What follows belongs to an exercise in optimizing a design on an open flow for small area; a production flow would make more cautious choices. In this exercise RTL edits were held to simulation tests only and were not proved equivalent to the original. No driver is modelled on the clock port, so clock power and skew are understated where the tree is cut down; a real chip needs a root buffer or a tree. No activity file was given, so power comes from the tool's default toggle rates.

== yarrow ==
Design Simple_Processor, start of the top module:
module Simple_Processor(input logic clk, reset, leftBtn, rightBtn, switchEn, input logic [11:0] switch,
                        output logic [6:0] seg, output logic dp, output logic [3:0] an);
Settings: LEC_CHECK=0, ABC_AREA=1, CAP_MARGIN=0, CORE_MARGIN=2, CORE_UTILIZATION=70, SLEW_MARGIN=0; clock period 10.0 ns.
standard.sh (not shown) runs the stock make flow with config.mk's settings and CLKGATE_MAP_FILE= SYNTH_SCRIPT=/design/flow/synth_recipe.tcl, a recipe that flattens the netlist after the stock synthesis.
==> flow/flow/run.sh <==
#!/bin/bash
# Layout flow: the standard synthesis, then the combinational logic is
# re-mapped with a stronger ABC area script (registers untouched), then the
# rest of the standard flow (floorplan .. finish) on that netlist.
set -euo pipefail
HERE=$(pwd)
RES=$HERE/orfs/results/$FLOW_PLATFORM/Simple_Processor/base

bash standard.sh synth > std_synth.log 2>&1

cp $RES/1_2_yosys.v $RES/1_2_yosys_std.v
export REMAP_LIB=$FLOW_HOME/platforms/$FLOW_PLATFORM/lib/sky130_fd_sc_hd__tt_025C_1v80.lib
export REMAP_RESULTS=$RES
export REMAP_SCRIPT=$HERE/flow/abc.script
export REMAP_DONT_USE="$(sed -n '/DONT_USE_CELLS/,/^$/p' $FLOW_HOME/platforms/$FLOW_PLATFORM/config.mk | grep -o 'sky130_fd_sc_hd__[A-Za-z0-9_]*' | tr '\n' ' ')"
yosys -c flow/remap.tcl > remap.log 2>&1
touch $RES/1_2_yosys.v

# smallest buffer on the ports; clock tree built by flow/pre_cts.tcl
export BUFFER_PORTS_ARGS="-buffer_cell sky130_fd_sc_hd__buf_1"
export PRE_CTS_TCL=$HERE/flow/pre_cts.tcl
export MY_CTS_LEAVES=13
bash standard.sh finish > std_finish.log 2>&1
==> flow/flow/abc.script <==
strash
&get -n
&fraig -x
&put
scorr
dc2
strash
&get -n
&dch -f
&nf -R 1000 -p
&put
==> flow/flow/mktree.tcl <==
# Manual clock tree: the clock port drives one root buffer, which drives
# NLEAF leaf buffers; each leaf drives one cluster of registers (k-means on
# register positions). Buffers are placed at their cluster's centre of mass;
# detailed placement legalizes them afterwards.
proc mk_clock_tree { nleaf rootm leafm } {
  set block [ord::get_db_block]
  set db [ord::get_db]
  set clk [$block findNet clk]
  set sinks {}
  foreach it [$clk getITerms] {
    set inst [$it getInst]
    set loc [$inst getLocation]
    lappend sinks [list $it [lindex $loc 0] [lindex $loc 1]]
  }
  set n [llength $sinks]
  puts "mk_clock_tree: $n sinks, $nleaf leaves"
  # k-means: init centres spread along sorted x then y
  set srt [lsort -real -index 1 $sinks]
  set cx {}; set cy {}
  for {set k 0} {$k < $nleaf} {incr k} {
    set s [lindex $srt [expr {int(($k + 0.5) * $n / $nleaf)}]]
    lappend cx [lindex $s 1]; lappend cy [lindex $s 2]
  }
  set cap [expr {int(ceil(double($n) / $nleaf)) + 2}]
  for {set iter 0} {$iter < 30} {incr iter} {
    # balanced assignment: greedy by distance with a capacity per cluster
    set pairs {}
    set i 0
    foreach s $sinks {
      for {set k 0} {$k < $nleaf} {incr k} {
        set d [expr {abs([lindex $s 1] - [lindex $cx $k]) + abs([lindex $s 2] - [lindex $cy $k])}]
        lappend pairs [list $d $i $k]
      }
      incr i
    }
    set pairs [lsort -real -index 0 $pairs]
    set asg [lrepeat $n -1]
    set cnt [lrepeat $nleaf 0]
    foreach p $pairs {
      lassign $p d i k
      if {[lindex $asg $i] >= 0} continue
      if {[lindex $cnt $k] >= $cap} continue
      lset asg $i $k
      lset cnt $k [expr {[lindex $cnt $k] + 1}]
    }
    set sx [lrepeat $nleaf 0.0]; set sy [lrepeat $nleaf 0.0]
    set i 0
    foreach s $sinks {
      set k [lindex $asg $i]
      lset sx $k [expr {[lindex $sx $k] + [lindex $s 1]}]
      lset sy $k [expr {[lindex $sy $k] + [lindex $s 2]}]
      incr i
    }
    for {set k 0} {$k < $nleaf} {incr k} {
      set c [lindex $cnt $k]
      if {$c > 0} {
        lset cx $k [expr {[lindex $sx $k] / $c}]
        lset cy $k [expr {[lindex $sy $k] / $c}]
      }
    }
  }
  puts "mk_clock_tree: cluster sizes $cnt"
  set lib_root [$db findMaster $rootm]
  set lib_leaf [$db findMaster $leafm]
  # root buffer at the centre of the leaves
  set rx 0.0; set ry 0.0
  for {set k 0} {$k < $nleaf} {incr k} { set rx [expr {$rx + [lindex $cx $k]}]; set ry [expr {$ry + [lindex $cy $k]}] }
  set rx [expr {int($rx / $nleaf)}]; set ry [expr {int($ry / $nleaf)}]
  set root [odb::dbInst_create $block $lib_root clkbuf_root]
  $root setLocation $rx $ry
  $root setPlacementStatus PLACED
  set rootnet [odb::dbNet_create $block clknet_root]
  $rootnet setSigType CLOCK
  [$root findITerm A] connect $clk
  [$root findITerm X] connect $rootnet
  for {set k 0} {$k < $nleaf} {incr k} {
    set b [odb::dbInst_create $block $lib_leaf clkbuf_leaf_$k]
    $b setLocation [expr {int([lindex $cx $k])}] [expr {int([lindex $cy $k])}]
    $b setPlacementStatus PLACED
    set net [odb::dbNet_create $block clknet_leaf_$k]
    $net setSigType CLOCK
    [$b findITerm A] connect $rootnet
    [$b findITerm X] connect $net
    set nets($k) $net
  }
  set i 0
  foreach s $sinks {
    set it [lindex $s 0]
    $it disconnect
    $it connect $nets([lindex $asg $i])
    incr i
  }
}
==> flow/flow/pre_cts.tcl <==
# Runs before ORFS's CTS step: builds the clock tree by hand (one root
# buffer, leaf buffers on k-means clusters of the registers) and then stands
# in for TritonCTS, so the rest of ORFS's cts.tcl (timing repair, detailed
# placement, checks) runs on this tree.
source [file join [file dirname [info script]] mktree.tcl]
mk_clock_tree $::env(MY_CTS_LEAVES) sky130_fd_sc_hd__clkbuf_8 sky130_fd_sc_hd__clkbuf_8
set_propagated_clock [all_clocks]
rename clock_tree_synthesis __tritoncts
proc clock_tree_synthesis {args} { puts "clock tree built by flow/pre_cts.tcl; TritonCTS not run" }
==> flow/flow/remap.tcl <==
# Re-map the combinational logic of the standard synthesis netlist with a
# stronger ABC area script; registers (and tie cells) are kept as they are.
set lib $::env(REMAP_LIB)
set res $::env(REMAP_RESULTS)
yosys read_liberty -ignore_miss_func $lib
yosys read_verilog $res/1_2_yosys_std.v
yosys hierarchy -top $::env(FLOW_TOP)
yosys blackbox sky130_fd_sc_hd__df* sky130_fd_sc_hd__edf* sky130_fd_sc_hd__conb_1
yosys flatten
yosys delete t:\$scopeinfo
yosys opt_clean -purge
yosys opt
set du {}
foreach c $::env(REMAP_DONT_USE) { lappend du -dont_use $c }
yosys abc -script $::env(REMAP_SCRIPT) -liberty $lib {*}$du
yosys opt_clean -purge
yosys splitnets
yosys opt_clean -purge
yosys hilomap -singleton -hicell sky130_fd_sc_hd__conb_1 HI -locell sky130_fd_sc_hd__conb_1 LO
yosys insbuf -buf sky130_fd_sc_hd__buf_4 A X
# left out here: clean up, hide names made inside functions
yosys tee -o $res/remap_stat.txt stat -liberty $lib
yosys write_verilog -noattr -nohex -nodec $res/1_2_yosys.v
Inputs modified between yarrow and quartz:
diff --git a/flow/flow/run.sh b/flow/flow/run.sh
--- a/flow/flow/run.sh
+++ b/flow/flow/run.sh
@@ -21,3 +21,3 @@
 export PRE_CTS_TCL=$HERE/flow/pre_cts.tcl
-export MY_CTS_LEAVES=13
+export MY_CTS_LEAVES=10
 bash standard.sh finish > std_finish.log 2>&1
diff --git a/flow/config.mk b/flow/config.mk
--- a/flow/config.mk
+++ b/flow/config.mk
@@ -8,5 +8,5 @@
 export ABC_AREA = 1
-export CAP_MARGIN = 0
+export CAP_MARGIN = 20
 export CORE_MARGIN = 2
-export CORE_UTILIZATION = 70
-export SLEW_MARGIN = 0
+export CORE_UTILIZATION = 65
+export SLEW_MARGIN = 20
--- outcome ---
quartz against yarrow: filler-free cell count of the finished design has remained practically unchanged; placer congestion estimate lower; total power after layout decreased 1.4%; routed wire length now sits higher; final HPWL from detailed placement rose about 0.7%.
The following lists how umber was set up differently from quartz:
diff --git a/flow/flow/run.sh b/flow/flow/run.sh
--- a/flow/flow/run.sh
+++ b/flow/flow/run.sh
@@ -21,3 +21,3 @@
 export PRE_CTS_TCL=$HERE/flow/pre_cts.tcl
-export MY_CTS_LEAVES=10
+export MY_CTS_LEAVES=13
 bash standard.sh finish > std_finish.log 2>&1
diff --git a/flow/config.mk b/flow/config.mk
--- a/flow/config.mk
+++ b/flow/config.mk
@@ -10,3 +10,3 @@
 export CORE_MARGIN = 2
-export CORE_UTILIZATION = 65
+export CORE_UTILIZATION = 80
 export SLEW_MARGIN = 20
--- outcome ---
- Per the final summary, umber finished and its layout is clean on timing, DRC and antenna.
- Diff quartz..umber | remaining global-route overflow | unchanged
- Initial cell density of the core: umber vs quartz up 16 points
- Time the final worst path needs with I/O delays and setup in umber is 6.4 ps higher than in quartz
- There was hardly any difference in fmax between umber and quartz.
- Changes observed in umber relative to quartz: via count increased 4.9%; power density of the placed cells up 2.7%; worst setup slack has decreased.
For garnet, these inputs were changed with respect to umber:
diff --git a/flow/config.mk b/flow/config.mk
--- a/flow/config.mk
+++ b/flow/config.mk
@@ -10,3 +10,3 @@
 export CORE_MARGIN = 2
-export CORE_UTILIZATION = 80
+export CORE_UTILIZATION = 70
 export SLEW_MARGIN = 20
==> notes.md <==
- Area added between synthesis and finish (garnet over umber): increase, 0.48 points
- The global routing met1 resource utilization of garnet is lower than that of umber.
- In the final reports, the cell area of garnet is larger than that of umber.
- garnet falls short of umber in core outline area.
- | clock transition time at the flip-flop clock pins of the worst setup and hold paths | garnet vs umber | ≈ equal |
- Total wire length after detailed routing (lower): garnet
- | clock network latency to the later pin of the worst-skew pair | umber vs garnet | ≈ equal |
- Cmp garnet and umber / worst-margin pin slew / higher: umber
Modified inputs, cedar compared to garnet
==> flow/flow/run.sh <==
#!/bin/bash
# Layout flow: the standard synthesis; then the combinational logic is
# re-mapped with stronger ABC area scripts (registers untouched, the smaller
# of two recipes is kept); then the rest of the standard flow (floorplan
# .. finish) on that netlist, with buf_1 port buffers and a hand-built clock
# tree (flow/pre_cts.tcl).
set -euo pipefail
HERE=$(pwd)
RES=$HERE/orfs/results/$FLOW_PLATFORM/Simple_Processor/base

bash standard.sh synth > std_synth.log 2>&1

cp $RES/1_2_yosys.v $RES/1_2_yosys_std.v
export REMAP_LIB=$FLOW_HOME/platforms/$FLOW_PLATFORM/lib/sky130_fd_sc_hd__tt_025C_1v80.lib
export REMAP_DONT_USE="$(sed -n '/DONT_USE_CELLS/,/^$/p' $FLOW_HOME/platforms/$FLOW_PLATFORM/config.mk | grep -o 'sky130_fd_sc_hd__[A-Za-z0-9_]*' | tr '\n' ' ')"
remap() {  # in out script log
  REMAP_IN=$1 REMAP_OUT=$2 REMAP_STAT=$2.stat REMAP_SCRIPT=$HERE/flow/$3 yosys -c flow/remap.tcl > $4 2>&1
  grep "Chip area" $2.stat | awk '{print $NF}'
}
A=$(remap $RES/1_2_yosys_std.v $RES/remap_a.v abc_d4.script remap_a.log)
remap $RES/1_2_yosys_std.v $RES/remap_b1.v abc_c1.script remap_b1.log > /dev/null
B=$(remap $RES/remap_b1.v $RES/remap_b.v abc_d4.script remap_b.log)
echo "remap areas: a=$A b=$B" > remap_choice.log
if awk "BEGIN{exit !($A <= $B)}"; then cp $RES/remap_a.v $RES/1_2_yosys.v; else cp $RES/remap_b.v $RES/1_2_yosys.v; fi
touch $RES/1_2_yosys.v

# smallest buffer on the ports; clock tree built by flow/pre_cts.tcl
export BUFFER_PORTS_ARGS="-buffer_cell sky130_fd_sc_hd__buf_1"
export PRE_CTS_TCL=$HERE/flow/pre_cts.tcl
export MY_CTS_LEAVES=13
bash standard.sh finish > std_finish.log 2>&1
==> flow/flow/abc_c1.script (new file) <==
strash
&get -n
&fraig -x
&put
scorr
dc2
strash
&get -n
&dch -f
&nf -R 1000 -p
&put
==> flow/flow/abc_d4.script (new file) <==
strash
&get -n
&fraig -x
&put
scorr
dc2
strash
&get -n
&dch -f
&nf -R 1000 -p -E 2
&put
diff --git a/flow/flow/remap.tcl b/flow/flow/remap.tcl
--- a/flow/flow/remap.tcl
+++ b/flow/flow/remap.tcl
@@ -1,7 +1,7 @@
-# Re-map the combinational logic of the standard synthesis netlist with a
-# stronger ABC area script; registers (and tie cells) are kept as they are.
+# Re-map the combinational logic of a synthesized netlist with an ABC area
+# script; registers (and tie cells) are kept as they are, with their names.
+# env: REMAP_LIB, REMAP_IN, REMAP_OUT, REMAP_STAT, REMAP_SCRIPT, REMAP_DONT_USE, FLOW_TOP
 set lib $::env(REMAP_LIB)
-set res $::env(REMAP_RESULTS)
 yosys read_liberty -ignore_miss_func $lib
-yosys read_verilog $res/1_2_yosys_std.v
+yosys read_verilog $::env(REMAP_IN)
 yosys hierarchy -top $::env(FLOW_TOP)
@@ -21,3 +21,3 @@
 # left out here: clean up, hide names made inside functions
-yosys tee -o $res/remap_stat.txt stat -liberty $lib
-yosys write_verilog -noattr -nohex -nodec $res/1_2_yosys.v
+yosys tee -o $::env(REMAP_STAT) stat -liberty $lib
+yosys write_verilog -noattr -nohex -nodec $::env(REMAP_OUT)
diff --git a/flow/config.mk b/flow/config.mk
--- a/flow/config.mk
+++ b/flow/config.mk
@@ -11,2 +11,3 @@
 export CORE_UTILIZATION = 70
+export GPL_TIMING_DRIVEN = 0
 export SLEW_MARGIN = 20
removed: flow/flow/abc.script
Notes after the runs:
- What cedar reported for DRC violation total after the first TritonRoute iteration has to be multiplied by 1.18 to get the figure for garnet.
- Delta (cedar minus garnet): highest achievable clock rate shows a reduction of 1.6%; largest fanout on the critical path shows a reduction of 1; die area shows no meaningful change; critical path depth in cells shows an increase of 2.
- garnet → cedar: minimum hold slack -5.2 ps, met3 global-route usage +2.0 points.
- garnet and cedar ended up with roughly the same post-CTS setup buffer count.
- In the reports for garnet and cedar, the smaller final critical-path setup slack belongs to cedar.
- Compared cedar vs garnet, and final area is down in cedar.
- Diff cedar..garnet | area after synthesis | negligible
Here is what was changed in the inputs of juniper compared with cedar.
==> flow/flow/run.sh <==
#!/bin/bash
# Layout flow: the standard synthesis; then the combinational logic is
# re-mapped with stronger ABC area scripts (registers untouched, the smallest
# of a few recipes is kept); then the rest of the standard flow (floorplan
# .. finish) on that netlist, with buf_1 port buffers and a hand-built clock
# tree (flow/pre_cts.tcl).
set -euo pipefail
HERE=$(pwd)
RES=$HERE/orfs/results/$FLOW_PLATFORM/Simple_Processor/base

bash standard.sh synth > std_synth.log 2>&1

cp $RES/1_2_yosys.v $RES/1_2_yosys_std.v
export REMAP_LIB=$FLOW_HOME/platforms/$FLOW_PLATFORM/lib/sky130_fd_sc_hd__tt_025C_1v80.lib
export REMAP_DONT_USE="$(sed -n '/DONT_USE_CELLS/,/^$/p' $FLOW_HOME/platforms/$FLOW_PLATFORM/config.mk | grep -o 'sky130_fd_sc_hd__[A-Za-z0-9_]*' | tr '\n' ' ')"
remap() {  # in out script log -> prints the area
  REMAP_IN=$1 REMAP_OUT=$2 REMAP_STAT=$2.stat REMAP_SCRIPT=$HERE/flow/$3 yosys -c flow/remap.tcl > $4 2>&1
  grep "Chip area" $2.stat | awk '{print $NF}'
}
# recipes: each a chain of ABC scripts applied in turn; the smallest result is kept
RECIPES=("d4" "c1 d4" "c1" "a2" "b1" "a2 d4" "d4 c1" "b1 d4")
BEST=""; BESTA=1e99; n=0
for r in "${RECIPES[@]}"; do
  n=$((n+1)); IN=$RES/1_2_yosys_std.v; k=0
  for s in $r; do
    k=$((k+1)); OUT=$RES/remap_${n}_$k.v
    A=$(remap $IN $OUT abc_$s.script remap_${n}_$k.log)
    IN=$OUT
  done
  echo "recipe $n ($r): $A" >> remap_choice.log
  if awk "BEGIN{exit !($A < $BESTA)}"; then BESTA=$A; BEST=$IN; fi
done
echo "kept $BEST ($BESTA)" >> remap_choice.log
cp $BEST $RES/1_2_yosys.v
touch $RES/1_2_yosys.v

# smallest buffer on the ports; clock tree built by flow/pre_cts.tcl
export BUFFER_PORTS_ARGS="-buffer_cell sky130_fd_sc_hd__buf_1"
export PRE_CTS_TCL=$HERE/flow/pre_cts.tcl
export MY_CTS_LEAVES=12
export MY_CTS_SLACK=0
bash standard.sh finish > std_finish.log 2>&1
==> flow/flow/abc_a2.script (new file) <==
strash
&get -n
&fraig -x
&put
scorr
dc2
dretime
strash
&get -n
&dch -f
&nf -R 1000
&put
==> flow/flow/abc_b1.script (new file) <==
strash
&get -n
&st
&dch -f
&nf -R 1000
&put
mfs2
strash
&get -n
&st
&dch -f
&nf -R 1000
&put
diff --git a/flow/flow/mktree.tcl b/flow/flow/mktree.tcl
--- a/flow/flow/mktree.tcl
+++ b/flow/flow/mktree.tcl
@@ -23,3 +23,3 @@
   }
-  set cap [expr {int(ceil(double($n) / $nleaf)) + 2}]
+  set cap [expr {int(ceil(double($n) / $nleaf)) + $::env(MY_CTS_SLACK)}]
   for {set iter 0} {$iter < 30} {incr iter} {
### Flow results
Diff cedar -> juniper: synthesized cell count roughly the same; time the final worst path needs with I/O delays and setup lower; depth of the critical timing path with buffers and inverters included lower; final non-filler cell area roughly the same; peak fanout along the critical path higher. Where clock power is concerned, cedar is outperformed by juniper. Looking at met2 usage, juniper sits 0.60 points below cedar. cedar has lower achievable clock frequency than juniper. Diff cedar -> juniper | combinational fraction of design power | increase of 0.2 points. Taking cedar as the reference, in juniper total via count in the routed design dropped 24, final routed wirelength across all metal layers held.
No run of this note takes its clock network from TritonCTS; it comes from the design's own scripts or RTL.

-- what the ideal ports hide --
The flow's constraints put no driver on any port. The routed layouts listed below were extracted and timed again, unchanged, in two steps.
Step 1: set_driving_cell puts a clkbuf_16 on clk and a buf_2 on each other input, an assumption about the parent block.
Step 2 adds t to the input delays and takes it off the output delays; t is the mean of the earliest and latest rising clock arrival at the registers after step 1. Input paths then give back, and output paths get back, about the clock's delay inside the block.
Slacks: no drivers / after step 1 / after step 2; pairs: no drivers / after step 1.
run | t (ns) | slack for setup (ns) | worst setup path after step 2 | worst register clock-pin slew, ns
yarrow | 0.476 | 4.787 / 4.751 / 5.227 | register to output | 0.10 / 0.10
quartz | 0.456 | 4.767 / 4.732 / 5.187 | register to output | 0.12 / 0.12
umber | 0.465 | 4.761 / 4.728 / 5.192 | register to output | 0.10 / 0.10
garnet | 0.476 | 4.787 / 4.751 / 5.227 | register to output | 0.10 / 0.10
cedar | 0.471 | 4.702 / 4.668 / 5.138 | register to output | 0.10 / 0.10
juniper | 0.467 | 4.732 / 4.700 / 5.167 | register to output | 0.10 / 0.10
After both steps setup and hold are still met in every run listed.
